From an optimization exercise on the open Yosys and OpenROAD flow, aimed at small area and a short achievable clock period; shortcuts taken in it are not production practice.
Where RTL was checked, it was by simulation tests only, not by an equivalence proof against the original.
Function not checked in runs 1 and 2: the RTL went through the layout flow alone.
In every run shown here, the design's own scripts or RTL, not TritonCTS, make the clock network.
The flow treats the clock pin as an ideal source. Dropping or thinning the clock tree relies on that and would not hold on a real chip.
Power figures rest on the tool's default switching activity, not on a simulated workload.

===== flow/design.v =====
module alu4_top (
  input  wire        clk,
  input  wire [13:0] i,
  output wire [7:0]  o
);
  reg  [13:0] a_q;
  reg  [7:0]  y_q;
  wire [7:0]  y_c;
  alu4 u_alu4 (
    .i_0_(a_q[0]),
    .i_1_(a_q[1]),
    .i_2_(a_q[2]),
    .i_3_(a_q[3]),
    .i_4_(a_q[4]),
    .i_5_(a_q[5]),
    .i_6_(a_q[6]),
    .i_7_(a_q[7]),
    .i_8_(a_q[8]),
    .i_9_(a_q[9]),
    .i_10_(a_q[10]),
    .i_11_(a_q[11]),
    .i_12_(a_q[12]),
    .i_13_(a_q[13]),
    .o_0_(y_c[0]),
    .o_1_(y_c[1]),
    .o_2_(y_c[2]),
    .o_3_(y_c[3]),
    .o_4_(y_c[4]),
    .o_5_(y_c[5]),
    .o_6_(y_c[6]),
    .o_7_(y_c[7])
  );
  always @(posedge clk) begin
    a_q <= i;
    y_q <= y_c;
  end
  assign o = y_q;
endmodule

module alu4 (
	i_9_, i_10_, i_7_, i_8_, i_5_, i_6_, i_3_, i_13_,
	i_4_, i_12_, i_1_, i_11_, i_2_, i_0_, o_1_, o_2_, o_0_, o_7_,
	o_5_, o_6_, o_3_, o_4_);
input i_9_;
input i_10_;
input i_7_;
input i_8_;
input i_5_;
input i_6_;
input i_3_;
input i_13_;
input i_4_;
input i_12_;
input i_1_;
input i_11_;
input i_2_;
input i_0_;
output o_1_;
output o_2_;
output o_0_;
output o_7_;
output o_5_;
output o_6_;
output o_3_;
output o_4_;
wire new_n23;
wire new_n24;
wire new_n25;
wire new_n26;
wire new_n27;
wire new_n28;
wire new_n29;
wire new_n30;
wire new_n31;
wire new_n33;
wire new_n34;
wire new_n35;
wire new_n36;
wire new_n37;
wire new_n38;
wire new_n39;
wire new_n40;
wire new_n41;
wire new_n42;
wire new_n43;
wire new_n44;
wire new_n45;
wire new_n46;
wire new_n47;
wire new_n48;
wire new_n49;
wire new_n50;
wire new_n52;
wire new_n54;
wire new_n55;
wire new_n56;
wire new_n57;
wire new_n58;
wire new_n59;
wire new_n60;
wire new_n61;
wire new_n62;
wire new_n63;
wire new_n64;
wire new_n65;
wire new_n67;
wire new_n68;
wire new_n70;
wire new_n72;
  g_inv g00 (.A(i_4_), .Y(new_n23));
  g_nor2 g01 (.A(i_13_), .B(new_n23), .Y(new_n24));
  g_inv g02 (.A(i_9_), .Y(new_n25));
  g_nand2 g03 (.A(new_n25), .B(i_8_), .Y(new_n26));
  g_o211ai g04 (.A1(i_10_), .A2(i_8_), .B1(i_3_), .C1(new_n26), .Y(new_n27));
  g_inv g05 (.A(i_11_), .Y(new_n28));
  g_a21oi g06 (.A1(i_8_), .A2(i_12_), .B1(i_3_), .Y(new_n29));
  g_o21ai g07 (.A1(i_8_), .A2(new_n28), .B1(new_n29), .Y(new_n30));
  g_nand2 g08 (.A(new_n27), .B(new_n30), .Y(new_n31));
  g_xor2 g09 (.A(new_n24), .B(new_n31), .X(o_1_));
  g_o21ai g10 (.A1(i_10_), .A2(i_5_), .B1(i_0_), .Y(new_n33));
  g_a21oi g11 (.A1(new_n25), .A2(i_5_), .B1(new_n33), .Y(new_n34));
  g_inv g12 (.A(i_6_), .Y(new_n35));
  g_o21a g13 (.A1(i_10_), .A2(i_6_), .B1(i_1_), .X(new_n36));
  g_o21ai g14 (.A1(i_9_), .A2(new_n35), .B1(new_n36), .Y(new_n37));
  g_inv g15 (.A(new_n37), .Y(new_n38));
  g_nor2 g16 (.A(new_n34), .B(new_n38), .Y(new_n39));
  g_o21ai g17 (.A1(i_10_), .A2(i_7_), .B1(i_2_), .Y(new_n40));
  g_a21oi g18 (.A1(new_n25), .A2(i_7_), .B1(new_n40), .Y(new_n41));
  g_a21oi g19 (.A1(i_6_), .A2(i_12_), .B1(i_1_), .Y(new_n42));
  g_o21ai g20 (.A1(i_6_), .A2(new_n28), .B1(new_n42), .Y(new_n43));
  g_a21oi g21 (.A1(i_7_), .A2(i_12_), .B1(i_2_), .Y(new_n44));
  g_o21ai g22 (.A1(i_7_), .A2(new_n28), .B1(new_n44), .Y(new_n45));
  g_o211ai g23 (.A1(new_n30), .A2(new_n41), .B1(new_n43), .C1(new_n45), .Y(new_n46));
  g_nand2 g24 (.A(i_5_), .B(i_12_), .Y(new_n47));
  g_inv g25 (.A(new_n47), .Y(new_n48));
  g_nor2 g26 (.A(i_5_), .B(new_n28), .Y(new_n49));
  g_nor3 g27 (.A(i_0_), .B(new_n48), .C(new_n49), .Y(new_n50));
  g_a21oi g28 (.A1(new_n39), .A2(new_n46), .B1(new_n50), .Y(o_2_));
  g_inv g29 (.A(new_n41), .Y(new_n52));
  g_nand3 g30 (.A(new_n39), .B(new_n27), .C(new_n52), .Y(o_0_));
  g_nand2 g31 (.A(new_n30), .B(new_n23), .Y(new_n54));
  g_nand2 g32 (.A(new_n54), .B(new_n27), .Y(new_n55));
  g_nand2 g33 (.A(new_n55), .B(new_n45), .Y(new_n56));
  g_nand2 g34 (.A(new_n56), .B(new_n52), .Y(new_n57));
  g_nand2 g35 (.A(new_n57), .B(new_n43), .Y(new_n58));
  g_inv g36 (.A(i_13_), .Y(new_n59));
  g_nor2 g37 (.A(new_n34), .B(new_n50), .Y(new_n60));
  g_nand4 g38 (.A(new_n58), .B(new_n59), .C(new_n37), .D(new_n60), .Y(new_n61));
  g_nand2 g39 (.A(new_n58), .B(new_n37), .Y(new_n62));
  g_o22ai g40 (.A1(new_n50), .A2(new_n34), .B1(i_13_), .B2(new_n62), .Y(new_n63));
  g_nand2 g41 (.A(new_n37), .B(new_n43), .Y(new_n64));
  g_nand3 g42 (.A(new_n56), .B(new_n59), .C(new_n52), .Y(new_n65));
  g_xnor2 g43 (.A(new_n64), .B(new_n65), .Y(o_5_));
  g_nand2 g44 (.A(new_n52), .B(new_n45), .Y(new_n67));
  g_nor2 g45 (.A(i_13_), .B(new_n55), .Y(new_n68));
  g_xor2 g46 (.A(new_n67), .B(new_n68), .X(o_6_));
  g_nand3 g47 (.A(o_5_), .B(o_1_), .C(o_6_), .Y(new_n70));
  g_a21oi g48 (.A1(new_n61), .A2(new_n63), .B1(new_n70), .Y(o_7_));
  g_inv g49 (.A(new_n50), .Y(new_n72));
  g_a21oi g50 (.A1(new_n62), .A2(new_n72), .B1(new_n34), .Y(o_3_));
  g_nand2 g51 (.A(new_n63), .B(new_n61), .Y(o_4_));
endmodule
module g_a21oi (A1, A2, B1, Y);
  input A1;
  input A2;
  input B1;
  output Y;
  assign Y = (~A1&~B1) | (~A2&~B1);
endmodule
module g_inv (A, Y);
  input A;
  output Y;
  assign Y = (~A);
endmodule
module g_nand2 (A, B, Y);
  input A;
  input B;
  output Y;
  assign Y = (~A) | (~B);
endmodule
module g_nand3 (A, B, C, Y);
  input A;
  input B;
  input C;
  output Y;
  assign Y = (~A) | (~B) | (~C);
endmodule
module g_nand4 (A, B, C, D, Y);
  input A;
  input B;
  input C;
  input D;
  output Y;
  assign Y = (~A) | (~B) | (~C) | (~D);
endmodule
module g_nor2 (A, B, Y);
  input A;
  input B;
  output Y;
  assign Y = (~A&~B);
endmodule
module g_nor3 (A, B, C, Y);
  input A;
  input B;
  input C;
  output Y;
  assign Y = (~A&~B&~C);
endmodule
module g_o211ai (A1, A2, B1, C1, Y);
  input A1;
  input A2;
  input B1;
  input C1;
  output Y;
  assign Y = (~A1&~A2) | (~B1) | (~C1);
endmodule
module g_o21a (A1, A2, B1, X);
  input A1;
  input A2;
  input B1;
  output X;
  assign X = (A1&B1) | (A2&B1);
endmodule
module g_o21ai (A1, A2, B1, Y);
  input A1;
  input A2;
  input B1;
  output Y;
  assign Y = (~A1&~A2) | (~B1);
endmodule
module g_o22ai (A1, A2, B1, B2, Y);
  input A1;
  input A2;
  input B1;
  input B2;
  output Y;
  assign Y = (~B1&~B2) | (~A1&~A2);
endmodule
module g_xnor2 (A, B, Y);
  input A;
  input B;
  output Y;
  assign Y = (~A&~B) | (A&B);
endmodule
module g_xor2 (A, B, X);
  input A;
  input B;
  output X;
  assign X = (A&~B) | (~A&B);
endmodule

===== flow/flow/clk_tree.tcl =====
# Output port buffers set to $OUTBUF (if given).
# Clock tree: one $CLKBUF between the clock port and every register clock pin,
# placed at the centre of the registers, then legalised.
set plat $::env(FLOW_HOME)/platforms/$::env(FLOW_PLATFORM)
read_liberty $plat/lib/sky130_fd_sc_hd__tt_025C_1v80.lib
read_db $::env(RES)/3_place.odb
read_sdc $::env(RES)/3_place.sdc
set block [ord::get_db_block]
set clknet [$block findNet clk]
set master [[ord::get_db] findMaster $::env(CLKBUF)]
if {[info exists ::env(OUTBUF)]} {
  set ob [[ord::get_db] findMaster $::env(OUTBUF)]
  foreach bt [$block getBTerms] {
    if {[$bt getIoType] ne "OUTPUT"} continue
    set drv [[$bt getNet] getFirstOutput]
    if {$drv ne "NULL"} { [$drv getInst] swapMaster $ob; puts "output buffer [[$drv getInst] getName] -> $::env(OUTBUF)" }
  }
}
set buf [odb::dbInst_create $block $master clkbuf_root]
set leaf [odb::dbNet_create $block clknet_root]
$leaf setSigType CLOCK
$clknet setSigType CLOCK
set sx 0; set sy 0; set n 0
foreach it [$clknet getITerms] {
  set inst [$it getInst]
  set loc [$inst getLocation]
  set sx [expr {$sx + [lindex $loc 0]}]; set sy [expr {$sy + [lindex $loc 1]}]; incr n
  set mt [$it getMTerm]
  $it disconnect
  $it connect $leaf
}
puts "moved $n clock sinks to clknet_root"
[$buf findITerm A] connect $clknet
[$buf findITerm X] connect $leaf
$buf setLocation [expr {$sx / $n}] [expr {$sy / $n}]
$buf setPlacementStatus PLACED
global_connect
set_propagated_clock [all_clocks]
detailed_placement
check_placement -verbose
source $plat/setRC.tcl
estimate_parasitics -placement
report_clock_skew
report_checks -path_delay min_max
write_db $::env(RES)/4_1_cts.odb
write_sdc -no_timestamp $::env(RES)/4_cts.sdc

===== flow/flow/run.sh =====
#!/bin/bash
# Standard ORFS layout (the standard.sh) with these changes:
#  - port buffers are buf_1 (input) and buf_2 (output) instead of the delay cell
#    buffer_ports picks by default;
#  - before floorplanning, combinational cells that synthesis upsized are put back
#    to drive 1 (downsize.tcl); timing repair may upsize them again;
#  - clock tree synthesis is replaced by one buf_12 between the clock port and all
#    22 register clock pins (clk_tree.tcl), so every register sees the same clock.
# Each tool's output goes to its own log file here.
set -e
export BUFFER_PORTS_ARGS="-buffer_cell sky130_fd_sc_hd__buf_1"
export PRE_FLOORPLAN_TCL=$(pwd)/flow/downsize.tcl
bash standard.sh place > standard_place.log 2>&1
export RES=$(pwd)/orfs/results/$FLOW_PLATFORM/alu4_top/base
export CLKBUF=sky130_fd_sc_hd__buf_12
export OUTBUF=sky130_fd_sc_hd__buf_2
openroad -no_init -exit flow/clk_tree.tcl > clk_tree.log 2>&1
bash standard.sh > standard_finish.log 2>&1

===== flow/config.mk =====
export PLATFORM = sky130hd
export DESIGN_NAME = alu4_top
export DESIGN_NICKNAME = alu4_top
export VERILOG_FILES = /design/flow/design.v
export SDC_FILE = /design/flow/constraint.sdc
export NUM_CORES = 4
export LEC_CHECK = 0
export CAP_MARGIN = 20
export CORE_MARGIN = 2
export CORE_UTILIZATION = 50
export SLEW_MARGIN = 20
export SYNTH_HIERARCHICAL = 1
export SYNTH_MINIMUM_KEEP_SIZE = 0

===== flow/standard.sh =====
#!/bin/bash
# synth_recipe.tcl (not shown) runs the flow's synth.tcl, then flattens the netlist and writes it again
# the make line also repeats each setting of config.mk as NAME=value (left out here)
make -C /OpenROAD-flow-scripts/flow DESIGN_CONFIG=/design/flow/config.mk WORK_HOME=/design/flow/orfs CLKGATE_MAP_FILE= SYNTH_SCRIPT=/design/flow/synth_recipe.tcl "${@:-finish}"

===== flow/flow/downsize.tcl =====
# Before floorplanning: put every combinational cell that synthesis upsized
# back to its drive-1 variant (timing repair later upsizes where it must).
set n 0
foreach inst [[ord::get_db_block] getInsts] {
  set m [[$inst getMaster] getName]
  if {[regexp {^(sky130_fd_sc_hd__[a-z0-9]+)_([0-9]+)$} $m -> base drive] && $drive > 1 && ![string match *df* $base]} {
    set small [[ord::get_db] findMaster ${base}_1]
    if {$small ne "NULL"} {
      $inst swapMaster $small
      incr n
    }
  }
}
puts "downsize: $n cells set to drive 1"

===== flow/constraint.sdc =====
create_clock -name core_clock -period 5.0 [get_ports {clk}]
set_input_delay 1.0000 -clock core_clock [delete_from_list [all_inputs] [get_ports {clk}]]
set_output_delay 1.0000 -clock core_clock [all_outputs]
set_load 0.01 [all_outputs]

==> summary.txt, run 1 <==
----------------------------------------------------
[Outcome]
  Status ... complete, no violations

[STA]
  Max-slew headroom ... 0.715
  Setup violation total in the final timing report ... 0
  Final count of pins violating max slew ... 0
  Setup TNS ... 0 ns
  Skew final ... 0.00127 ns
  Tcrit/Tclk final ... 0.308
  Final Critical Period ... 1.54 ns
  Hold violation total from the final report ... 0
  Actual slew at the worst max-slew pin ... 0.424 ns
  Post-route setup slack ... 3.46 ns
  RSZ-0062 raised after global routing ... false
  F_max ... 648 MHz

[Synthesis]
  Synth Net Count ... 89
  Cells after synthesis ... 74
  Total number of yosys warnings ... 7

[Floorplanning]
  Area of the die ... 1690 sq um
  Top-Level Pins ... 23
  Width of the chip ... 41.1 um
  Area of the core region ... 1300 sq um
  Effective utilization at floorplan ... 0.530
  Site Rows ... 13
  Vertical extent of the die ... 41.1 um

[Worst setup path]
  Critical path's top delay family ... flip-flops
  Chain of cells forming the critical path ... buf_2
  Cell with the largest stage delay on the worst path ... sky130_fd_sc_hd__dfxtp_1
  Element type at the critical path end ... primary output
  Launching point of the worst reg2reg path ... a_q[12]
  Flop2flop setup slack ... 3.54 ns
  WP buf/inv ... 1
  Max Fanout on Critical Path ... 1
  Critical path launch point type ... register
  Maximum cell stage delay along the critical path ... 0.30 ns
  Crit path DAT ... 0.54 ns
  Required time worst endpoint ... 4.00 ns
  Critical Setup Path Class ... reg -> out
  End of the worst register-to-register path ... y_q[7]
  Number of cells on the worst reg-to-reg path ... 10

[Worst hold path]
  Worst Hold Class ... reg -> reg
  Hold EP ... y_q[2]
  Min-delay src ... a_q[0]
  Instance count along the most critical hold path ... 2

[Drt]
  Via count of the routed design ... 525
  Via density per instance ... 4.69
  Number of remaining DRC errors ... 0
  Iteration-0 DRC count of the detailed router ... 3
  Average wire per cell in the routed design ... 8.72 um
  Router iterations before antenna repair ... 4
  Routed wire length ... 977 um
  Remaining antenna violation count ... 0

[Placed design]
  Gp weighted congestion ... 0.790
  Post-detailed-placement half-perimeter wirelength ... 796 um
  Count of buffers from port buffering ... 22
  Placement Setup Slack ... 3.55 ns

[Pwr]
  Sequential cell fraction of total power ... 0.638
  Int Pwr ... 0.241 mW
  Leakage power of the design ... 0.387 nW
  Power per unit of standard cell area ... 375 nW/um^2
  Peak supply drop ... 248 uV
  Part of the power in the clock network ... 0.229
  Share of power burned in combinational logic ... 0.134
  Switching power share of the total ... 0.217
  NetSw ... 0.0666 mW
  Pwr Total ... 0.307 mW

[GRT]
  Grt total ovfl ... 0
  Wire length of the first global-routing pass ... 1480 um
  GRT Overall Usage ... 0.125
  Vias in the first global route ... 385
  Largest net degree at the start of global routing ... 23
  Initial antenna violation count ... 0

[Final layout]
  Nets ... 114
  Ratio of cells with drive above 1 in the final layout ... 0.0928
  Number of antenna diodes ... 0

[Clocking]
  Insertion delay to the later sink of the worst-skew pair ... 0.12 ns
  Clk slew on worst S/H paths ... 0.08 ns

[Flow run]
  Count of max-cap constraint violations ... 0

----------------------------------------------------
==> power by group through the flow <==
stage                     Combinational (mW)  Sequential [mW]  Clock, mW
after floorplan                       0.0212            0.205          0
after global placement                0.0386            0.200          0
after detailed placement              0.0389            0.200          0
after global routing                  0.0468            0.199     0.0781
final                                 0.0411            0.196     0.0703
==> routing by layer <==
metal	part of all wire	up-vias	routed length [um]	track usage
met5	0	-	0	0
met3	0.055	2	54	0.0109
met2	0.49	18	477	0.242
met1	0.44	215	432	0.151
li1	-	290	-	-
met4	0.012	0	12	0.0161
==> through the flow <==
| step | instances | hold slack (ns) | utilization | cell area (sq um) |
|---|---|---|---|---|
| after floorplan | 74 | 0.501 | - | 689 |
| final | 112 | 0.569 | 0.631 | 821 |
| after global placement | 111 | 0.544 | 0.608 | 791 |
| after detailed placement | 111 | 0.554 | 0.608 | 791 |
| after global routing | 112 | 0.594 | 0.631 | 821 |
==> sequential cells by signal (all words and copies together), names as in the netlist <==
register / cells
a_q: 14
y_q: 8
==> layout make-up <==
cell class                 instances  area (sq um)
fill                             118           480
sequential                        22           440
multi-input combinational         43           215
timing repair buffer              22          92.6
inverter                           9          33.8
buffer                             1          20.0
tap                               15          18.8
==> worst max-delay path by stage <==
stage | to | cells past startpoint | start | slack, ns
2_1_floorplan | o[0] | 0 | y_q[0] | 3.67
3_3_place_gp | o[1] | 1 | y_q[1] | 3.57
3_5_place_dp | y_q[7] | 10 | a_q[12] | 3.55
5_1_grt | y_q[7] | 10 | a_q[12] | 3.38
6_report | o[1] | 1 | y_q[1] | 3.46
==> layout by cell type (no fill, tap or decap) <==
cell type / instances
sky130_fd_sc_hd__o211ai_1: 2
sky130_fd_sc_hd__inv_1: 9
sky130_fd_sc_hd__nor2_1: 5
sky130_fd_sc_hd__nand4_1: 1
sky130_fd_sc_hd__buf_1: 14
sky130_fd_sc_hd__buf_12: 1
sky130_fd_sc_hd__xnor2_1: 1
sky130_fd_sc_hd__buf_2: 8
sky130_fd_sc_hd__a21oi_1: 8
sky130_fd_sc_hd__o21a_1: 1
sky130_fd_sc_hd__dfxtp_1: 22
sky130_fd_sc_hd__nand3_1: 3
sky130_fd_sc_hd__o21ai_1: 6
sky130_fd_sc_hd__o22ai_1: 1
sky130_fd_sc_hd__xor2_1: 2
sky130_fd_sc_hd__nand2_1: 12
sky130_fd_sc_hd__nor3_1: 1
==> run 2, diff against run 1 <==
==> flow/design.v (replaced) <==
module alu4_top (
  input  wire        clk,
  input  wire [13:0] i,
  output wire [7:0]  o
);
  reg  [13:0] a_q;
  reg  [7:0]  y_q;
  wire [7:0]  y_c;
  alu4 u_alu4 (
    .i_0_(a_q[0]),
    .i_1_(a_q[1]),
    .i_2_(a_q[2]),
    .i_3_(a_q[3]),
    .i_4_(a_q[4]),
    .i_5_(a_q[5]),
    .i_6_(a_q[6]),
    .i_7_(a_q[7]),
    .i_8_(a_q[8]),
    .i_9_(a_q[9]),
    .i_10_(a_q[10]),
    .i_11_(a_q[11]),
    .i_12_(a_q[12]),
    .i_13_(a_q[13]),
    .o_0_(y_c[0]),
    .o_1_(y_c[1]),
    .o_2_(y_c[2]),
    .o_3_(y_c[3]),
    .o_4_(y_c[4]),
    .o_5_(y_c[5]),
    .o_6_(y_c[6]),
    .o_7_(y_c[7])
  );
  always @(posedge clk) begin
    a_q <= i;
    y_q <= y_c;
  end
  assign o = y_q;
endmodule

module alu4 (
	i_9_, i_10_, i_7_, i_8_, i_5_, i_6_, i_3_, i_13_,
	i_4_, i_12_, i_1_, i_11_, i_2_, i_0_, o_1_, o_2_, o_0_, o_7_,
	o_5_, o_6_, o_3_, o_4_);
input i_9_;
input i_10_;
input i_7_;
input i_8_;
input i_5_;
input i_6_;
input i_3_;
input i_13_;
input i_4_;
input i_12_;
input i_1_;
input i_11_;
input i_2_;
input i_0_;
output o_1_;
output o_2_;
output o_0_;
output o_7_;
output o_5_;
output o_6_;
output o_3_;
output o_4_;
wire new_n23;
wire new_n24;
wire new_n25;
wire new_n26;
wire new_n27;
wire new_n28;
wire new_n29;
wire new_n30;
wire new_n31;
wire new_n33;
wire new_n34;
wire new_n35;
wire new_n36;
wire new_n37;
wire new_n38;
wire new_n39;
wire new_n40;
wire new_n41;
wire new_n42;
wire new_n43;
wire new_n44;
wire new_n45;
wire new_n46;
wire new_n47;
wire new_n48;
wire new_n49;
wire new_n51;
wire new_n53;
wire new_n54;
wire new_n55;
wire new_n56;
wire new_n57;
wire new_n58;
wire new_n59;
wire new_n60;
wire new_n61;
wire new_n62;
wire new_n64;
wire new_n65;
wire new_n67;
  g_inv g00 (.A(i_13_), .Y(new_n23));
  g_nand2 g01 (.A(new_n23), .B(i_4_), .Y(new_n24));
  g_inv g02 (.A(i_9_), .Y(new_n25));
  g_nand2 g03 (.A(new_n25), .B(i_8_), .Y(new_n26));
  g_o211ai g04 (.A1(i_10_), .A2(i_8_), .B1(i_3_), .C1(new_n26), .Y(new_n27));
  g_inv g05 (.A(i_11_), .Y(new_n28));
  g_a21oi g06 (.A1(i_8_), .A2(i_12_), .B1(i_3_), .Y(new_n29));
  g_o21ai g07 (.A1(i_8_), .A2(new_n28), .B1(new_n29), .Y(new_n30));
  g_nand2 g08 (.A(new_n27), .B(new_n30), .Y(new_n31));
  g_xnor2 g09 (.A(new_n24), .B(new_n31), .Y(o_1_));
  g_o21ai g10 (.A1(i_10_), .A2(i_7_), .B1(i_2_), .Y(new_n33));
  g_a21oi g11 (.A1(new_n25), .A2(i_7_), .B1(new_n33), .Y(new_n34));
  g_a21oi g12 (.A1(i_7_), .A2(i_12_), .B1(i_2_), .Y(new_n35));
  g_o21ai g13 (.A1(i_7_), .A2(new_n28), .B1(new_n35), .Y(new_n36));
  g_inv g14 (.A(i_1_), .Y(new_n37));
  g_nand2 g15 (.A(i_6_), .B(i_12_), .Y(new_n38));
  g_o211ai g16 (.A1(i_6_), .A2(new_n28), .B1(new_n37), .C1(new_n38), .Y(new_n39));
  g_o211ai g17 (.A1(new_n30), .A2(new_n34), .B1(new_n36), .C1(new_n39), .Y(new_n40));
  g_o21ai g18 (.A1(i_10_), .A2(i_6_), .B1(i_1_), .Y(new_n41));
  g_a21oi g19 (.A1(new_n25), .A2(i_6_), .B1(new_n41), .Y(new_n42));
  g_o21ai g20 (.A1(i_10_), .A2(i_5_), .B1(i_0_), .Y(new_n43));
  g_a21oi g21 (.A1(new_n25), .A2(i_5_), .B1(new_n43), .Y(new_n44));
  g_nor2 g22 (.A(new_n42), .B(new_n44), .Y(new_n45));
  g_inv g23 (.A(i_0_), .Y(new_n46));
  g_nand2 g24 (.A(i_5_), .B(i_12_), .Y(new_n47));
  g_o211ai g25 (.A1(i_5_), .A2(new_n28), .B1(new_n46), .C1(new_n47), .Y(new_n48));
  g_inv g26 (.A(new_n48), .Y(new_n49));
  g_a21oi g27 (.A1(new_n40), .A2(new_n45), .B1(new_n49), .Y(o_2_));
  g_nor2 g28 (.A(new_n34), .B(new_n42), .Y(new_n51));
  g_nand3b g29 (.A_N(new_n44), .B(new_n51), .C(new_n27), .Y(o_0_));
  g_nand2 g30 (.A(new_n27), .B(i_4_), .Y(new_n53));
  g_nand3 g31 (.A(new_n53), .B(new_n30), .C(new_n36), .Y(new_n54));
  g_inv g32 (.A(new_n39), .Y(new_n55));
  g_a21oi g33 (.A1(new_n54), .A2(new_n51), .B1(new_n55), .Y(new_n56));
  g_nor2 g34 (.A(new_n44), .B(new_n49), .Y(new_n57));
  g_o21a g35 (.A1(i_13_), .A2(new_n56), .B1(new_n57), .X(new_n58));
  g_nor3 g36 (.A(i_13_), .B(new_n57), .C(new_n56), .Y(new_n59));
  g_nor2 g37 (.A(new_n42), .B(new_n55), .Y(new_n60));
  g_inv g38 (.A(new_n34), .Y(new_n61));
  g_nand3 g39 (.A(new_n54), .B(new_n23), .C(new_n61), .Y(new_n62));
  g_xor2 g40 (.A(new_n60), .B(new_n62), .X(o_5_));
  g_nand2 g41 (.A(new_n61), .B(new_n36), .Y(new_n64));
  g_a21oi g42 (.A1(new_n53), .A2(new_n30), .B1(i_13_), .Y(new_n65));
  g_xor2 g43 (.A(new_n64), .B(new_n65), .X(o_6_));
  g_nand3 g44 (.A(o_5_), .B(o_1_), .C(o_6_), .Y(new_n67));
  g_nor3 g45 (.A(new_n58), .B(new_n59), .C(new_n67), .Y(o_7_));
  g_o21ai g46 (.A1(new_n44), .A2(new_n56), .B1(new_n48), .Y(o_3_));
  g_nor2 g47 (.A(new_n59), .B(new_n58), .Y(o_4_));
endmodule
module g_a21oi (A1, A2, B1, Y);
  input A1;
  input A2;
  input B1;
  output Y;
  assign Y = (~A1&~B1) | (~A2&~B1);
endmodule
module g_inv (A, Y);
  input A;
  output Y;
  assign Y = (~A);
endmodule
module g_nand2 (A, B, Y);
  input A;
  input B;
  output Y;
  assign Y = (~A) | (~B);
endmodule
module g_nand3 (A, B, C, Y);
  input A;
  input B;
  input C;
  output Y;
  assign Y = (~A) | (~B) | (~C);
endmodule
module g_nand3b (A_N, B, C, Y);
  input A_N;
  input B;
  input C;
  output Y;
  assign Y = (A_N) | (~B) | (~C);
endmodule
module g_nor2 (A, B, Y);
  input A;
  input B;
  output Y;
  assign Y = (~A&~B);
endmodule
module g_nor3 (A, B, C, Y);
  input A;
  input B;
  input C;
  output Y;
  assign Y = (~A&~B&~C);
endmodule
module g_o211ai (A1, A2, B1, C1, Y);
  input A1;
  input A2;
  input B1;
  input C1;
  output Y;
  assign Y = (~A1&~A2) | (~B1) | (~C1);
endmodule
module g_o21a (A1, A2, B1, X);
  input A1;
  input A2;
  input B1;
  output X;
  assign X = (A1&B1) | (A2&B1);
endmodule
module g_o21ai (A1, A2, B1, Y);
  input A1;
  input A2;
  input B1;
  output Y;
  assign Y = (~A1&~A2) | (~B1);
endmodule
module g_xnor2 (A, B, Y);
  input A;
  input B;
  output Y;
  assign Y = (~A&~B) | (A&B);
endmodule
module g_xor2 (A, B, X);
  input A;
  input B;
  output X;
  assign X = (A&~B) | (~A&B);
endmodule
==> run 2 against run 1 <==
  * Still clean
  * Sequential power is essentially flat
  * Die area shrank 0.97%
  * Flip-flop and latch count is the same
  * Via count down 3.4%
  * Routed wire length grew 5.0%
  * Critical endpoint is now o[2]
  * Highest routed layer unchanged
==> summary.txt, run 2 <==
----------------------------------------------------
[Outcome]
  Status ... complete, no violations (unchanged)

[Floorplanning]
  Site Rows ... 13 (unchanged)
  Width of the chip ... 40.9 um (was 41.1 um)
  Effective utilization at floorplan ... 0.531 (was 0.530)
  Area of the core region ... 1280 sq um (was 1300 sq um)
  Vertical extent of the die ... 40.9 um (was 41.1 um)
  Top-Level Pins ... 23 (unchanged)
  Area of the die ... 1680 sq um (was 1690 sq um)

[Final layout]
  Most frequent cells in the layout ... sky130_fd_sc_hd__dfxtp_1, sky130_fd_sc_hd__buf_1, sky130_fd_sc_hd__inv_1, sky130_fd_sc_hd__a21oi_1, sky130_fd_sc_hd__buf_2 (was sky130_fd_sc_hd__dfxtp_1, sky130_fd_sc_hd__buf_1, sky130_fd_sc_hd__nand2_1)
  FF/Latch Area ... 440 sq um (unchanged)
  Number of antenna diodes ... 0 (unchanged)
  Top reg by flops ... a_q (unchanged)
  Largest registers ... a_q: 14 flops, y_q: 8 flops (unchanged)
  Ratio of cells with drive above 1 in the final layout ... 0.0968 (was 0.0928)
  Total area of multi-input combinational cells ... 211 sq um (was 215 sq um)
  Nets ... 110 (was 114)
  Filler cell count in the final layout ... 113 (was 118)
  Flip-flop count of the largest register, all copies and words added ... 14 (unchanged)
  Most common cell after layout, fill and taps aside ... sky130_fd_sc_hd__dfxtp_1 (unchanged)

[Worst setup path]
  Max Fanout on Critical Path ... 1 (unchanged)
  Element type at the critical path end ... primary output (unchanged)
  Critical Setup Path Class ... reg -> out (unchanged)
  Maximum cell stage delay along the critical path ... 0.31 ns (was 0.30 ns)
  WP buf/inv ... 1 (unchanged)
  Cell with the largest stage delay on the worst path ... sky130_fd_sc_hd__dfxtp_1 (unchanged)
  Critical path's top delay family ... flip-flops (unchanged)
  Chain of cells forming the critical path ... buf_2 (unchanged)
  Crit path DAT ... 0.54 ns (about the same)
  Critical path launch point type ... register (unchanged)
  Required time worst endpoint ... 4.00 ns (about the same)

[STA]
  Final count of pins violating max slew ... 0 (unchanged)
  RSZ-0062 raised after global routing ... false (unchanged)
  F_max ... 647 MHz (was 648 MHz)
  Final hold slack ... 0.509 ns (was 0.569 ns)
  Hold violation total from the final report ... 0 (unchanged)
  Setup violation total in the final timing report ... 0 (unchanged)
  Max-slew headroom ... 0.810 (was 0.715)
  Tcrit/Tclk final ... 0.309 (was 0.308)
  Actual slew at the worst max-slew pin ... 0.283 ns (was 0.424 ns)
  Final Critical Period ... 1.54 ns (about the same)
  Skew final ... 0.00104 ns (was 0.00127 ns)
  Setup TNS ... 0 ns (unchanged)

[Clocking]
  Clk slew on worst S/H paths ... 0.08 ns (about the same)
  Insertion delay to the later sink of the worst-skew pair ... 0.12 ns (about the same)

[Drt]
  Number of remaining DRC errors ... 0 (unchanged)
  Uppermost signal routing layer after detailed routing ... met4 (unchanged)
  WL met1 ... 465 um (was 432 um)
  Amount of wire on met3 after detailed routing ... 66 um (was 54 um)
  Iteration-0 DRC count of the detailed router ... 7 (was 3)
  Via density per instance ... 4.69 (about the same)
  Total met2 wirelength after detailed routing ... 477 um (unchanged)
  Via count of the routed design ... 507 (was 525)
  Average wire per cell in the routed design ... 9.50 um (was 8.72 um)
  Routed wire length ... 1030 um (was 977 um)
  Remaining antenna violation count ... 0 (unchanged)
  Router iterations before antenna repair ... 4 (unchanged)

[Placed design]
  Post-detailed-placement half-perimeter wirelength ... 844 um (was 796 um)
  Count of buffers from port buffering ... 22 (unchanged)
  Gp weighted congestion ... 0.762 (was 0.790)

[Synthesis]
  Total number of yosys warnings ... 7 (unchanged)
  Cells after synthesis ... 70 (was 74)
  Synth Net Count ... 85 (was 89)

[Flow run]
  Count of max-cap constraint violations ... 0 (unchanged)

[GRT]
  Initial antenna violation count ... 0 (unchanged)
  Largest net degree at the start of global routing ... 23 (unchanged)
  Vias in the first global route ... 403 (was 385)
  GRT Overall Usage ... 0.137 (was 0.125)
  Wire length of the first global-routing pass ... 1590 um (was 1480 um)
  Grt total ovfl ... 0 (unchanged)

[Pwr]
  Power per unit of standard cell area ... 380 nW/um^2 (was 375 nW/um^2)
  Peak supply drop ... 261 uV (was 248 uV)
  Leakage power of the design ... 0.363 nW (was 0.387 nW)

[Worst hold path]
  Worst Hold Class ... reg -> reg (unchanged)

----------------------------------------------------
==> run 2: metrics by stage <==
step | power [mW] | util | instance area, sq um | setup slack [ns] | instances
2_1_floorplan | 0.225 | - | 682 | 3.67 | 70
3_3_place_gp | 0.239 | 0.610 | 783 | 3.54 | 107
3_5_place_dp | 0.240 | 0.610 | 783 | 3.54 | 107
5_1_grt | 0.325 | 0.633 | 813 | 3.39 | 108
6_report | 0.309 | 0.633 | 813 | 3.46 | 108
==> run 2: power breakdown <==
group	switching (mW)	internal, mW
combinational	0.0231	0.0181
sequential	0.00576	0.191
clock	0.0389	0.0325
==> run 2: final timing paths <==
path               start      to  slack [ns]  cells past startpoint
setup / recovery  y_q[2]    o[2]        3.46                      1
hold reg to reg   a_q[4]  y_q[1]        0.51                      2
setup reg to reg  a_q[9]  y_q[7]        3.53                      8
hold / removal    a_q[4]  y_q[1]        0.51                      2
==> run 2: worst reg2reg max path, delay by kind of cell, from the launching register on <==
family / cells / cell delay, ns
and+or+nand+nor: 4 / 0.42
AOI/OAI and AO/OA: 2 / 0.33
DFF: 1 / 0.30
xor gates and xnor gates: 1 / 0.23
buffers and inverters: 1 / 0.12
==> run 2: per-layer routing <==
metal,vias to the layer above,GRT usage
li1,280,-
met3,2,0.0109
met4,0,0.0167
met5,-,0
met2,16,0.246
met1,209,0.181
==> run 2: layout make-up <==
class / instances / share of cell area
sequential: 22 / 0.542
multi-input combinational: 40 / 0.260
timing repair buffer: 22 / 0.114
inverter: 8 / 0.0369
buffer: 1 / 0.0246
tap: 15 / 0.0231
==> run 3, diff against run 2 <==
--- a/flow/design.v
+++ b/flow/design.v
@@ -88,6 +88,6 @@
 wire new_n46;
-wire new_n47;
 wire new_n48;
-wire new_n49;
+wire new_n50;
 wire new_n51;
+wire new_n52;
 wire new_n53;
@@ -100,7 +100,6 @@
 wire new_n60;
-wire new_n61;
 wire new_n62;
+wire new_n63;
 wire new_n64;
-wire new_n65;
-wire new_n67;
+wire new_n66;
   g_inv g00 (.A(i_13_), .Y(new_n23));
@@ -117,38 +116,44 @@
   g_a21oi g11 (.A1(new_n25), .A2(i_7_), .B1(new_n33), .Y(new_n34));
-  g_a21oi g12 (.A1(i_7_), .A2(i_12_), .B1(i_2_), .Y(new_n35));
-  g_o21ai g13 (.A1(i_7_), .A2(new_n28), .B1(new_n35), .Y(new_n36));
-  g_inv g14 (.A(i_1_), .Y(new_n37));
-  g_nand2 g15 (.A(i_6_), .B(i_12_), .Y(new_n38));
-  g_o211ai g16 (.A1(i_6_), .A2(new_n28), .B1(new_n37), .C1(new_n38), .Y(new_n39));
-  g_o211ai g17 (.A1(new_n30), .A2(new_n34), .B1(new_n36), .C1(new_n39), .Y(new_n40));
-  g_o21ai g18 (.A1(i_10_), .A2(i_6_), .B1(i_1_), .Y(new_n41));
-  g_a21oi g19 (.A1(new_n25), .A2(i_6_), .B1(new_n41), .Y(new_n42));
-  g_o21ai g20 (.A1(i_10_), .A2(i_5_), .B1(i_0_), .Y(new_n43));
-  g_a21oi g21 (.A1(new_n25), .A2(i_5_), .B1(new_n43), .Y(new_n44));
-  g_nor2 g22 (.A(new_n42), .B(new_n44), .Y(new_n45));
-  g_inv g23 (.A(i_0_), .Y(new_n46));
-  g_nand2 g24 (.A(i_5_), .B(i_12_), .Y(new_n47));
-  g_o211ai g25 (.A1(i_5_), .A2(new_n28), .B1(new_n46), .C1(new_n47), .Y(new_n48));
-  g_inv g26 (.A(new_n48), .Y(new_n49));
-  g_a21oi g27 (.A1(new_n40), .A2(new_n45), .B1(new_n49), .Y(o_2_));
-  g_nor2 g28 (.A(new_n34), .B(new_n42), .Y(new_n51));
-  g_nand3b g29 (.A_N(new_n44), .B(new_n51), .C(new_n27), .Y(o_0_));
-  g_nand2 g30 (.A(new_n27), .B(i_4_), .Y(new_n53));
-  g_nand3 g31 (.A(new_n53), .B(new_n30), .C(new_n36), .Y(new_n54));
-  g_inv g32 (.A(new_n39), .Y(new_n55));
-  g_a21oi g33 (.A1(new_n54), .A2(new_n51), .B1(new_n55), .Y(new_n56));
-  g_nor2 g34 (.A(new_n44), .B(new_n49), .Y(new_n57));
-  g_o21a g35 (.A1(i_13_), .A2(new_n56), .B1(new_n57), .X(new_n58));
-  g_nor3 g36 (.A(i_13_), .B(new_n57), .C(new_n56), .Y(new_n59));
-  g_nor2 g37 (.A(new_n42), .B(new_n55), .Y(new_n60));
-  g_inv g38 (.A(new_n34), .Y(new_n61));
-  g_nand3 g39 (.A(new_n54), .B(new_n23), .C(new_n61), .Y(new_n62));
-  g_xor2 g40 (.A(new_n60), .B(new_n62), .X(o_5_));
-  g_nand2 g41 (.A(new_n61), .B(new_n36), .Y(new_n64));
-  g_a21oi g42 (.A1(new_n53), .A2(new_n30), .B1(i_13_), .Y(new_n65));
-  g_xor2 g43 (.A(new_n64), .B(new_n65), .X(o_6_));
-  g_nand3 g44 (.A(o_5_), .B(o_1_), .C(o_6_), .Y(new_n67));
-  g_nor3 g45 (.A(new_n58), .B(new_n59), .C(new_n67), .Y(o_7_));
-  g_o21ai g46 (.A1(new_n44), .A2(new_n56), .B1(new_n48), .Y(o_3_));
-  g_nor2 g47 (.A(new_n59), .B(new_n58), .Y(o_4_));
+  g_a21oi g12 (.A1(i_6_), .A2(i_12_), .B1(i_1_), .Y(new_n35));
+  g_o21ai g13 (.A1(i_6_), .A2(new_n28), .B1(new_n35), .Y(new_n36));
+  g_a21oi g14 (.A1(i_7_), .A2(i_12_), .B1(i_2_), .Y(new_n37));
+  g_o21ai g15 (.A1(i_7_), .A2(new_n28), .B1(new_n37), .Y(new_n38));
+  g_o211ai g16 (.A1(new_n30), .A2(new_n34), .B1(new_n36), .C1(new_n38), .Y(new_n39));
+  g_o21ai g17 (.A1(i_10_), .A2(i_5_), .B1(i_0_), .Y(new_n40));
+  g_a21oi g18 (.A1(new_n25), .A2(i_5_), .B1(new_n40), .Y(new_n41));
+  g_o21ai g19 (.A1(i_10_), .A2(i_6_), .B1(i_1_), .Y(new_n42));
+  g_a21oi g20 (.A1(new_n25), .A2(i_6_), .B1(new_n42), .Y(new_n43));
+  g_nor2 g21 (.A(new_n41), .B(new_n43), .Y(new_n44));
+  g_a21oi g22 (.A1(i_5_), .A2(i_12_), .B1(i_0_), .Y(new_n45));
+  g_o21ai g23 (.A1(i_5_), .A2(new_n28), .B1(new_n45), .Y(new_n46));
+  g_a21boi g24 (.A1(new_n39), .A2(new_n44), .B1_N(new_n46), .Y(o_2_));
+  g_inv g25 (.A(new_n34), .Y(new_n48));
+  g_nand3 g26 (.A(new_n44), .B(new_n27), .C(new_n48), .Y(o_0_));
+  g_inv g27 (.A(new_n41), .Y(new_n50));
+  g_nand2 g28 (.A(new_n50), .B(new_n46), .Y(new_n51));
+  g_nand2 g29 (.A(new_n27), .B(i_4_), .Y(new_n52));
+  g_nand3 g30 (.A(new_n52), .B(new_n30), .C(new_n38), .Y(new_n53));
+  g_nor2 g31 (.A(new_n34), .B(new_n43), .Y(new_n54));
+  g_inv g32 (.A(new_n36), .Y(new_n55));
+  g_a21oi g33 (.A1(new_n53), .A2(new_n54), .B1(new_n55), .Y(new_n56));
+  g_nor2 g34 (.A(i_13_), .B(new_n56), .Y(new_n57));
+  g_nor2 g35 (.A(new_n51), .B(new_n57), .Y(new_n58));
+  g_nor2 g36 (.A(new_n43), .B(new_n55), .Y(new_n59));
+  g_nand3 g37 (.A(new_n53), .B(new_n23), .C(new_n48), .Y(new_n60));
+  g_xor2 g38 (.A(new_n59), .B(new_n60), .X(o_5_));
+  g_nand2 g39 (.A(new_n57), .B(new_n51), .Y(new_n62));
+  g_nand2 g40 (.A(new_n48), .B(new_n38), .Y(new_n63));
+  g_a21oi g41 (.A1(new_n52), .A2(new_n30), .B1(i_13_), .Y(new_n64));
+  g_xor2 g42 (.A(new_n63), .B(new_n64), .X(o_6_));
+  g_nand4 g43 (.A(o_5_), .B(o_1_), .C(new_n62), .D(o_6_), .Y(new_n66));
+  g_nor2 g44 (.A(new_n58), .B(new_n66), .Y(o_7_));
+  g_o21ai g45 (.A1(new_n41), .A2(new_n56), .B1(new_n46), .Y(o_3_));
+  g_and2b g46 (.A_N(new_n58), .B(new_n62), .X(o_4_));
+endmodule
+module g_a21boi (A1, A2, B1_N, Y);
+  input A1;
+  input A2;
+  input B1_N;
+  output Y;
+  assign Y = (~A1&B1_N) | (~A2&B1_N);
 endmodule
@@ -161,2 +166,8 @@
 endmodule
+module g_and2b (A_N, B, X);
+  input A_N;
+  input B;
+  output X;
+  assign X = (~A_N&B);
+endmodule
 module g_inv (A, Y);
@@ -179,8 +190,9 @@
 endmodule
-module g_nand3b (A_N, B, C, Y);
-  input A_N;
+module g_nand4 (A, B, C, D, Y);
+  input A;
   input B;
   input C;
-  output Y;
-  assign Y = (A_N) | (~B) | (~C);
+  input D;
+  output Y;
+  assign Y = (~A) | (~B) | (~C) | (~D);
 endmodule
@@ -191,9 +203,2 @@
   assign Y = (~A&~B);
-endmodule
-module g_nor3 (A, B, C, Y);
-  input A;
-  input B;
-  input C;
-  output Y;
-  assign Y = (~A&~B&~C);
 endmodule
@@ -207,9 +212,2 @@
 endmodule
-module g_o21a (A1, A2, B1, X);
-  input A1;
-  input A2;
-  input B1;
-  output X;
-  assign X = (A1&B1) | (A2&B1);
-endmodule
 module g_o21ai (A1, A2, B1, Y);
--- a/flow/config.mk
+++ b/flow/config.mk
@@ -10,2 +10,3 @@
 export CORE_UTILIZATION = 50
+export SETUP_SLACK_MARGIN = 3.42
 export SLEW_MARGIN = 20
==> run 3 against run 2 <==
  * Sequential share of layout area fell by 1.7 points
  * Register-to-register slack worse by 0.05 ns
  * Combinational power grew 18%
  * Routed wire length rose by 3.2%
  * Die area down 1.2%
  * Global-route usage shrank 0.17 points
  * Hold slack worse by 0.016 ns
  * Sequential power is essentially flat
  * Synthesized cell count shrank 1.4%
  * Highest routed layer is now met3
==> summary.txt, run 3 <==
----------------------------------------------------
[Placed design]
  Gp weighted congestion ... 0.817 (was 0.762)
  Count of buffers from port buffering ... 22 (unchanged)
  Number of instances in the placed design ... 106 (was 107)
  Post-detailed-placement half-perimeter wirelength ... 840 um (was 844 um)

[GRT]
  Grt total ovfl ... 0 (unchanged)
  Wire length of the first global-routing pass ... 1540 um (was 1590 um)
  Initial antenna violation count ... 0 (unchanged)
  GRT Overall Usage ... 0.135 (was 0.137)
  Largest net degree at the start of global routing ... 23 (unchanged)
  Vias in the first global route ... 409 (was 403)

[STA]
  Final hold slack ... 0.492 ns (was 0.509 ns)
  Final count of pins violating max slew ... 0 (unchanged)
  Actual slew at the worst max-slew pin ... 0.320 ns (was 0.283 ns)
  Max-slew headroom ... 0.786 (was 0.810)
  Tcrit/Tclk final ... 0.310 (was 0.309)
  Final Critical Period ... 1.55 ns (was 1.54 ns)
  RSZ-0062 raised after global routing ... true (was false)
  Hold violation total from the final report ... 0 (unchanged)
  F_max ... 646 MHz (was 647 MHz)
  Setup TNS ... 0 ns (unchanged)
  Skew final ... 0.000511 ns (was 0.00104 ns)
  Setup violation total in the final timing report ... 0 (unchanged)

[Worst setup path]
  Critical path launch point type ... register (unchanged)
  Crit path DAT ... 0.55 ns (was 0.54 ns)
  Flop2flop setup slack ... 3.48 ns (was 3.53 ns)
  Critical Setup Path Class ... reg -> out (unchanged)
  Maximum cell stage delay along the critical path ... 0.32 ns (was 0.31 ns)
  End of the worst register-to-register path ... y_q[7] (unchanged)
  Chain of cells forming the critical path ... buf_6 (was buf_2)
  Number of cells on the worst reg-to-reg path ... 7 (was 8)
  Required time worst endpoint ... 4.00 ns (about the same)
  Critical path's top delay family ... flip-flops (unchanged)
  Element type at the critical path end ... primary output (unchanged)
  WP buf/inv ... 1 (unchanged)
  Critical Path Stages ... 1 (unchanged)
  Cell with the largest stage delay on the worst path ... sky130_fd_sc_hd__dfxtp_2 (was sky130_fd_sc_hd__dfxtp_1)
  Max Fanout on Critical Path ... 1 (unchanged)
  Launching point of the worst reg2reg path ... a_q[8] (was a_q[9])

[Final layout]
  Top reg by flops ... a_q (unchanged)
  Most common cell after layout, fill and taps aside ... sky130_fd_sc_hd__dfxtp_1 (unchanged)
  Ratio of cells with drive above 1 in the final layout ... 0.185 (was 0.0968)
  Flip-flop count of the largest register, all copies and words added ... 14 (unchanged)
  Fraction of the core area covered by cells at the end of the flow ... 0.664 (was 0.633)
  Largest registers ... a_q: 14 flops, y_q: 8 flops (unchanged)
  Count of non-filler cells in the finished layout ... 107 (was 108)
  Number of antenna diodes ... 0 (unchanged)
  Most frequent cells in the layout ... sky130_fd_sc_hd__dfxtp_1, sky130_fd_sc_hd__buf_1, sky130_fd_sc_hd__a21oi_1, sky130_fd_sc_hd__o21ai_1, sky130_fd_sc_hd__nand2_1 (was sky130_fd_sc_hd__dfxtp_1, sky130_fd_sc_hd__buf_1, sky130_fd_sc_hd__inv_1, sky130_fd_sc_hd__a21oi_1, sky130_fd_sc_hd__buf_2)
  Nets ... 109 (was 110)

[Drt]
  Number of remaining DRC errors ... 0 (unchanged)
  Via count of the routed design ... 511 (was 507)
  Router iterations before antenna repair ... 4 (unchanged)
  Remaining antenna violation count ... 0 (unchanged)
  Via density per instance ... 4.78 (was 4.69)
  Iteration-0 DRC count of the detailed router ... 6 (was 7)
  Average wire per cell in the routed design ... 9.90 um (was 9.50 um)
  Routed wire length ... 1060 um (was 1030 um)

[Flow run]
  Count of max-cap constraint violations ... 0 (unchanged)

[Floorplanning]
  Effective utilization at floorplan ... 0.524 (was 0.531)
  Vertical extent of the die ... 40.7 um (was 40.9 um)
  Site Rows ... 13 (unchanged)
  Area of the die ... 1660 sq um (was 1680 sq um)
  Top-Level Pins ... 23 (unchanged)
  Area of the core region ... 1280 sq um (unchanged)
  Width of the chip ... 40.7 um (was 40.9 um)

[Pwr]
  Power per unit of standard cell area ... 375 nW/um^2 (was 380 nW/um^2)
  Leakage power of the design ... 0.365 nW (was 0.363 nW)
  Pwr Total ... 0.320 mW (was 0.309 mW)
  Peak supply drop ... 267 uV (was 261 uV)

[Synthesis]
  Synth Net Count ... 84 (was 85)
  Total number of yosys warnings ... 7 (unchanged)
  Cells after synthesis ... 69 (was 70)

[Worst hold path]
  Instance count along the most critical hold path ... 2 (unchanged)
  Min-delay src ... a_q[4] (unchanged)
  Worst Hold Class ... reg -> reg (unchanged)
  Hold EP ... y_q[1] (unchanged)

[Outcome]
  Status ... complete, no violations (unchanged)

[Clocking]
  Clk slew on worst S/H paths ... 0.08 ns (about the same)
  Insertion delay to the later sink of the worst-skew pair ... 0.12 ns (about the same)

----------------------------------------------------
[run 3: how the worst max path moves through the flow]
| stage | start | to |
|---|---|---|
| 6_report | y_q[4] | o[4] |
| 3_3_place_gp | a_q[9] | y_q[7] |
| 2_1_floorplan | y_q[0] | o[0] |
| 5_1_grt | a_q[9] | y_q[7] |
| 3_5_place_dp | a_q[9] | y_q[7] |
[run 3: cell type report]
type / count / area [sq um]
flip-flops and latches: 22 / 448
fillers: 115 / 432
multi-input cells: 41 / 214
repair buffers: 22 / 130
inverters: 6 / 22.5
plain buffers: 1 / 20.0
well taps: 15 / 18.8
[run 3: where the power goes]
| group | switching [mW] | internal [mW] | total (mW) | leakage [nW] |
|---|---|---|---|---|
| Combinational | 0.0234 | 0.0253 | 0.0487 | 0.171 |
| Clock | 0.0398 | 0.0325 | 0.0723 | 0.00940 |
| Sequential | 0.00730 | 0.192 | 0.199 | 0.185 |
[run 3: stage by stage]
| stage | cell area (sq um) | setup slack, ns |
|---|---|---|
| 2_1_floorplan | 673 | 3.67 |
| 3_3_place_gp | 774 | 3.55 |
| 3_5_place_dp | 774 | 3.51 |
| 5_1_grt | 853 | 3.41 |
| 6_report | 853 | 3.45 |
[run 3: layer usage]
metal  track usage  routed length, um  vias to the layer above  share of wire
met5             0                  0                        -              0
li1              -                  -                      279              -
met3        0.0109                 61                        0          0.058
met4       0.00833                  0                        0              0
met2         0.286                557                       19           0.53
met1         0.147                439                      213           0.41
==> run 4, diff against run 3 <==
--- a/flow/config.mk
+++ b/flow/config.mk
@@ -8,5 +8,5 @@
 export CAP_MARGIN = 20
-export CORE_MARGIN = 2
-export CORE_UTILIZATION = 50
-export SETUP_SLACK_MARGIN = 3.42
+export CORE_AREA = 2 2 61 61
+export DIE_AREA = 0 0 63 63
+export GPL_TIMING_DRIVEN = 1
 export SLEW_MARGIN = 20
==> run 4 against run 3 <==
  * Flip-flop and latch count unchanged
  * Setup slack lost 0.0037 ns
  * Clock skew is 0.00065 ns higher
  * Cell area is 1.2% lower
  * Sequential power barely moved
  * Hold slack improved by 0.010 ns
  * Global-route usage fell by 7.4 points
  * Sequential share of layout area fell by 0.27 points
  * Register-to-register slack better by 0.06 ns
  * Die area increased by 140%
  * Critical endpoint is now o[0]
  * Largest cell class unchanged
==> summary.txt, run 4 <==
----------------------------------------------------
[Worst setup path]
  Critical path's top delay family ... flip-flops (unchanged)
  Launching point of the worst reg2reg path ... a_q[11] (was a_q[8])
  Flop2flop setup slack ... 3.54 ns (was 3.48 ns)
  Crit path capture ... o[0] (was o[4])
  Element type at the critical path end ... primary output (unchanged)
  Launching instance or port of the critical path ... y_q[0] (was y_q[4])
  Number of cells on the worst reg-to-reg path ... 8 (was 7)
  Critical Path Stages ... 1 (unchanged)
  Chain of cells forming the critical path ... buf_2 (was buf_6)
  Critical Setup Path Class ... reg -> out (unchanged)
  Maximum cell stage delay along the critical path ... 0.32 ns (about the same)
  Max Fanout on Critical Path ... 1 (unchanged)
  Crit path DAT ... 0.55 ns (about the same)
  WP buf/inv ... 1 (unchanged)
  Required time worst endpoint ... 4.00 ns (about the same)
  Cell with the largest stage delay on the worst path ... sky130_fd_sc_hd__dfxtp_1 (was sky130_fd_sc_hd__dfxtp_2)
  End of the worst register-to-register path ... y_q[7] (unchanged)
  Critical path launch point type ... register (unchanged)

[Floorplanning]
  Site Rows ... 21 (was 13)
  Top-Level Pins ... 23 (unchanged)
  Effective utilization at floorplan ... 0.202 (was 0.524)
  Area of the core region ... 3340 sq um (was 1280 sq um)
  Vertical extent of the die ... 63 um (was 40.7 um)
  Area of the die ... 3970 sq um (was 1660 sq um)
  Width of the chip ... 63 um (was 40.7 um)

[STA]
  RSZ-0062 raised after global routing ... false (was true)
  Max-slew headroom ... 0.788 (was 0.786)
  Actual slew at the worst max-slew pin ... 0.316 ns (was 0.320 ns)
  Hold violation total from the final report ... 0 (unchanged)
  Final count of pins violating max slew ... 0 (unchanged)
  F_max ... 644 MHz (was 646 MHz)
  Setup TNS ... 0 ns (unchanged)
  Setup violation total in the final timing report ... 0 (unchanged)
  Final Critical Period ... 1.55 ns (about the same)
  Skew final ... 0.00116 ns (was 0.000511 ns)
  Tcrit/Tclk final ... 0.311 (was 0.310)

[Drt]
  Total met2 wirelength after detailed routing ... 447 um (was 557 um)
  Via density per instance ... 3.64 (was 4.78)
  Iteration-0 DRC count of the detailed router ... 5 (was 6)
  Average wire per cell in the routed design ... 8.25 um (was 9.90 um)
  Router iterations before antenna repair ... 3 (was 4)
  Via count of the routed design ... 502 (was 511)
  Uppermost signal routing layer after detailed routing ... met4 (was met3)
  Amount of wire on met3 after detailed routing ... 118 um (was 61 um)
  Routed wire length ... 1140 um (was 1060 um)
  Remaining antenna violation count ... 0 (unchanged)
  WL met1 ... 554 um (was 439 um)
  Number of remaining DRC errors ... 0 (unchanged)

[Outcome]
  Status ... complete, no violations (unchanged)

[Final layout]
  Ratio of cells with drive above 1 in the final layout ... 0.0978 (was 0.185)
  Final standard cell area without fillers ... 843 sq um (was 853 sq um)
  Filler cell count in the final layout ... 378 (was 115)
  Top reg by flops ... a_q (unchanged)
  Count of non-filler cells in the finished layout ... 138 (was 107)
  Flip-flop count of the largest register, all copies and words added ... 14 (unchanged)
  Total area of multi-input combinational cells ... 210 sq um (was 214 sq um)
  Largest registers ... a_q: 14 flops, y_q: 8 flops (unchanged)
  Number of antenna diodes ... 0 (unchanged)
  Fraction of the core area covered by cells at the end of the flow ... 0.253 (was 0.664)
  FF/Latch Area ... 440 sq um (was 448 sq um)
  Nets ... 109 (unchanged)
  Most common cell after layout, fill and taps aside ... sky130_fd_sc_hd__dfxtp_1 (unchanged)
  Most frequent cells in the layout ... sky130_fd_sc_hd__dfxtp_1, sky130_fd_sc_hd__buf_1, sky130_fd_sc_hd__a21oi_1 (was sky130_fd_sc_hd__dfxtp_1, sky130_fd_sc_hd__buf_1, sky130_fd_sc_hd__a21oi_1, sky130_fd_sc_hd__o21ai_1, sky130_fd_sc_hd__nand2_1)

[GRT]
  GRT Overall Usage ... 0.0609 (was 0.135)
  Largest net degree at the start of global routing ... 23 (unchanged)
  Grt total ovfl ... 0 (unchanged)
  Vias in the first global route ... 480 (was 409)
  Wire length of the first global-routing pass ... 2080 um (was 1540 um)
  Initial antenna violation count ... 0 (unchanged)

[Flow run]
  Count of max-cap constraint violations ... 0 (unchanged)

[Placed design]
  Count of buffers from port buffering ... 22 (unchanged)
  Number of instances in the placed design ... 137 (was 106)
  Gp weighted congestion ... 0.770 (was 0.817)
  DP Area ... 813 sq um (was 774 sq um)
  Post-detailed-placement half-perimeter wirelength ... 978 um (was 840 um)

[Clocking]
  Insertion delay to the later sink of the worst-skew pair ... 0.12 ns (about the same)
  Clk slew on worst S/H paths ... 0.08 ns (about the same)

[Pwr]
  Leakage power of the design ... 0.354 nW (was 0.365 nW)
  Pwr Total ... 0.308 mW (was 0.320 mW)
  Power per unit of standard cell area ... 365 nW/um^2 (was 375 nW/um^2)
  Peak supply drop ... 160 uV (was 267 uV)

[Worst hold path]
  Worst Hold Class ... reg -> reg (unchanged)

[Synthesis]
  Cells after synthesis ... 69 (unchanged)
  Total number of yosys warnings ... 7 (unchanged)
  Synth Net Count ... 84 (unchanged)

----------------------------------------------------
## run 4: power breakdown
| group | switching [mW] | total [mW] | internal (mW) |
|---|---|---|---|
| Clock | 0.0379 | 0.0704 | 0.0325 |
| Combinational | 0.0233 | 0.0410 | 0.0178 |
| Sequential | 0.00579 | 0.196 | 0.191 |
| Total | 0.0669 | 0.308 | 0.241 |
## run 4: worst min-delay path by stage
stage / from / endpoint / cells after the start
6_report: a_q[4] / y_q[1] / 2
3_3_place_gp: a_q[4] / y_q[1] / 2
2_1_floorplan: a_q[4] / y_q[1] / 2
5_1_grt: a_q[4] / y_q[1] / 2
3_5_place_dp: a_q[4] / y_q[1] / 2
## run 4: per-layer routing
metal  GRT usage  vias to the layer above
met3      0.0108                        2
met4     0.00833                        0
li1            -                      279
met5           0                        -
met2       0.101                       19
met1      0.0842                      202
## run 4: final cells by class
type,count,area share
multi-input cells,41,0.249
well taps,46,0.0682
plain buffers,1,0.0237
repair buffers,22,0.110
inverters,6,0.0267
flip-flops and latches,22,0.522
## run 4: stage by stage
step           hold WS [ns]  setup WS, ns
2_1_floorplan         0.470          3.67
3_3_place_gp          0.498          3.57
3_5_place_dp          0.495          3.56
5_1_grt               0.535          3.31
6_report              0.503          3.45
==> run 5, diff against run 4 <==
--- a/flow/config.mk
+++ b/flow/config.mk
@@ -10,3 +10,3 @@
 export DIE_AREA = 0 0 63 63
-export GPL_TIMING_DRIVEN = 1
+export PLACE_DENSITY = 0.85
 export SLEW_MARGIN = 20
==> run 5 against run 4 <==
  * Die area unchanged
  * Register-to-register slack better by 0.05 ns
  * Clock skew about the same
  * Clock power about the same
  * Sequential share of layout area unchanged
  * Cell area unchanged
  * Global-route usage down 0.91 points
  * Routed wire length down 3.0%
  * Critical path depth unchanged
  * Via count down 1.0%
  * Critical endpoint unchanged
  * Largest cell class unchanged
==> summary.txt, run 5 <==
----------------------------------------------------
[GRT]
  Vias in the first global route ... 398 (was 480)
  Grt total ovfl ... 0 (unchanged)
  Initial antenna violation count ... 0 (unchanged)
  GRT Overall Usage ... 0.0518 (was 0.0609)
  Largest net degree at the start of global routing ... 23 (unchanged)
  Wire length of the first global-routing pass ... 1750 um (was 2080 um)

[Worst setup path]
  Cell with the largest stage delay on the worst path ... sky130_fd_sc_hd__dfxtp_1 (unchanged)
  End of the worst register-to-register path ... y_q[7] (unchanged)
  Maximum cell stage delay along the critical path ... 0.32 ns (about the same)
  Flop2flop setup slack ... 3.59 ns (was 3.54 ns)
  Critical Path Stages ... 1 (unchanged)
  Critical path's top delay family ... flip-flops (unchanged)
  Element type at the critical path end ... primary output (unchanged)
  Chain of cells forming the critical path ... buf_2 (unchanged)
  Number of cells on the worst reg-to-reg path ... 8 (unchanged)
  Critical path launch point type ... register (unchanged)
  Crit path DAT ... 0.55 ns (about the same)
  Critical Setup Path Class ... reg -> out (unchanged)
  WP buf/inv ... 1 (unchanged)
  Max Fanout on Critical Path ... 1 (unchanged)
  Required time worst endpoint ... 4.00 ns (about the same)
  Launching point of the worst reg2reg path ... a_q[11] (unchanged)

[Placed design]
  Count of buffers from port buffering ... 22 (unchanged)
  Number of instances in the placed design ... 137 (unchanged)
  Gp weighted congestion ... 0.841 (was 0.770)
  DP Area ... 813 sq um (unchanged)
  Post-detailed-placement half-perimeter wirelength ... 927 um (was 978 um)

[Pwr]
  Pwr Total ... 0.308 mW (about the same)
  NetSw ... 0.0667 mW (was 0.0669 mW)
  Share of power burned in combinational logic ... 0.133 (about the same)
  Leakage power of the design ... 0.354 nW (unchanged)
  Int Pwr ... 0.241 mW (about the same)
  Peak supply drop ... 178 uV (was 160 uV)
  Sequential cell fraction of total power ... 0.638 (about the same)
  Switching power share of the total ... 0.217 (about the same)
  Part of the power in the clock network ... 0.229 (about the same)
  Power per unit of standard cell area ... 365 nW/um^2 (about the same)

[STA]
  F_max ... 645 MHz (was 644 MHz)
  Final hold slack ... 0.503 ns (about the same)
  RSZ-0062 raised after global routing ... false (unchanged)
  Tcrit/Tclk final ... 0.310 (was 0.311)
  Skew final ... 0.00161 ns (was 0.00116 ns)
  Setup violation total in the final timing report ... 0 (unchanged)
  Final count of pins violating max slew ... 0 (unchanged)
  Final Critical Period ... 1.55 ns (about the same)
  Setup TNS ... 0 ns (unchanged)
  Actual slew at the worst max-slew pin ... 0.310 ns (was 0.316 ns)
  Hold violation total from the final report ... 0 (unchanged)
  Max-slew headroom ... 0.793 (was 0.788)

[Floorplanning]
  Area of the core region ... 3340 sq um (unchanged)
  Vertical extent of the die ... 63 um (unchanged)
  Effective utilization at floorplan ... 0.202 (unchanged)
  Area of the die ... 3970 sq um (unchanged)
  Width of the chip ... 63 um (unchanged)
  Site Rows ... 21 (unchanged)
  Top-Level Pins ... 23 (unchanged)

[Final layout]
  Count of non-filler cells in the finished layout ... 138 (unchanged)
  Nets ... 109 (unchanged)
  Largest registers ... a_q: 14 flops, y_q: 8 flops (unchanged)
  Number of antenna diodes ... 0 (unchanged)
  Ratio of cells with drive above 1 in the final layout ... 0.0978 (unchanged)
  Flip-flop count of the largest register, all copies and words added ... 14 (unchanged)
  Top reg by flops ... a_q (unchanged)
  Most frequent cells in the layout ... sky130_fd_sc_hd__dfxtp_1, sky130_fd_sc_hd__buf_1, sky130_fd_sc_hd__a21oi_1 (unchanged)
  Most common cell after layout, fill and taps aside ... sky130_fd_sc_hd__dfxtp_1 (unchanged)
  Final standard cell area without fillers ... 843 sq um (unchanged)

[Synthesis]
  Cells after synthesis ... 69 (unchanged)
  Synth Net Count ... 84 (unchanged)
  Total number of yosys warnings ... 7 (unchanged)

[Drt]
  Iteration-0 DRC count of the detailed router ... 5 (unchanged)
  Number of remaining DRC errors ... 0 (unchanged)
  Remaining antenna violation count ... 0 (unchanged)
  Average wire per cell in the routed design ... 8.00 um (was 8.25 um)
  Via density per instance ... 3.60 (was 3.64)
  Router iterations before antenna repair ... 4 (was 3)
  Routed wire length ... 1100 um (was 1140 um)
  Via count of the routed design ... 497 (was 502)

[Worst hold path]
  Instance count along the most critical hold path ... 2 (unchanged)
  Worst Hold Class ... reg -> reg (unchanged)
  Min-delay src ... a_q[4] (unchanged)
  Hold EP ... y_q[1] (unchanged)

[Clocking]
  Insertion delay to the later sink of the worst-skew pair ... 0.12 ns (about the same)
  Clk slew on worst S/H paths ... 0.08 ns (about the same)

[Outcome]
  Status ... complete, no violations (unchanged)

[Flow run]
  Count of max-cap constraint violations ... 0 (unchanged)

----------------------------------------------------
-- run 5: metrics by stage --
step,util,setup WS (ns)
after floorplan,-,3.67
after global placement,0.244,3.55
after detailed placement,0.244,3.55
after global routing,0.253,3.40
final,0.253,3.45
-- run 5: tightest hold or removal path, delay by kind of cell, from the launching register on --
family	cells	cell delay [ns]
simple gates	1	0.07
xor+xnor	1	0.07
flops	1	0.32
-- run 5: cell type report --
cell class	count	area (sq um)
Fill cell	374	2490
Multi-Input combinational cell	41	210
Timing Repair Buffer	22	92.6
Tap cell	46	57.6
Inverter	6	22.5
Buffer	1	20.0
Sequential cell	22	440
-- run 5: per-layer routing --
layer  wire (um)  vias to the layer above  track usage
met5           0                        -            0
met4           0                        0      0.00278
met3          84                        0      0.00721
met2         490                       19       0.0811
met1         529                      202       0.0785
li1            -                      276            -
-- run 5: power by group through the flow --
| stage | logic, mW | registers [mW] | clock network [mW] |
|---|---|---|---|
| global placement | 0.0382 | 0.200 | 0 |
| finish | 0.0408 | 0.196 | 0.0705 |
| floorplan | 0.0202 | 0.205 | 0 |
| global route | 0.0461 | 0.198 | 0.0826 |
| detailed placement | 0.0386 | 0.201 | 0 |
-- run 5: how the worst max path moves through the flow --
stage | end | start | slack (ns)
5_1_grt | y_q[7] | a_q[9] | 3.40
3_3_place_gp | o[2] | y_q[2] | 3.55
2_1_floorplan | o[0] | y_q[0] | 3.67
6_report | o[0] | y_q[0] | 3.45
3_5_place_dp | o[0] | y_q[0] | 3.55

-- port drivers added, routing unchanged --
The flow's constraints put no driver on any port. The routed layouts listed below were extracted and timed again, unchanged, in two steps.
Step 1: set_driving_cell puts a clkbuf_16 on clk and a buf_2 on each other input, an assumption about the parent block.
Step 2, shift: input delay + t, output delay - t, t = (earliest + latest rising clock arrival at the registers) / 2. This alone moves slack from input paths to output paths.
Slacks: ideal / step 1 / step 2; pairs: ideal / step 1.
run	shift t [ns]	setup slack, ns	hold WS [ns]	pins driven straight from the clock port
run 1	0.145	3.458 / 3.428 / 3.537	0.569 / 0.569 / 0.569	1
run 2	0.147	3.455 / 3.425 / 3.527	0.509 / 0.509 / 0.509	1
run 3	0.145	3.451 / 3.424 / 3.476	0.492 / 0.492 / 0.492	1
run 4	0.148	3.447 / 3.414 / 3.539	0.503 / 0.503 / 0.503	1
run 5	0.144	3.449 / 3.421 / 3.565	0.503 / 0.503 / 0.503	1
After both steps setup and hold are still met in every run listed.
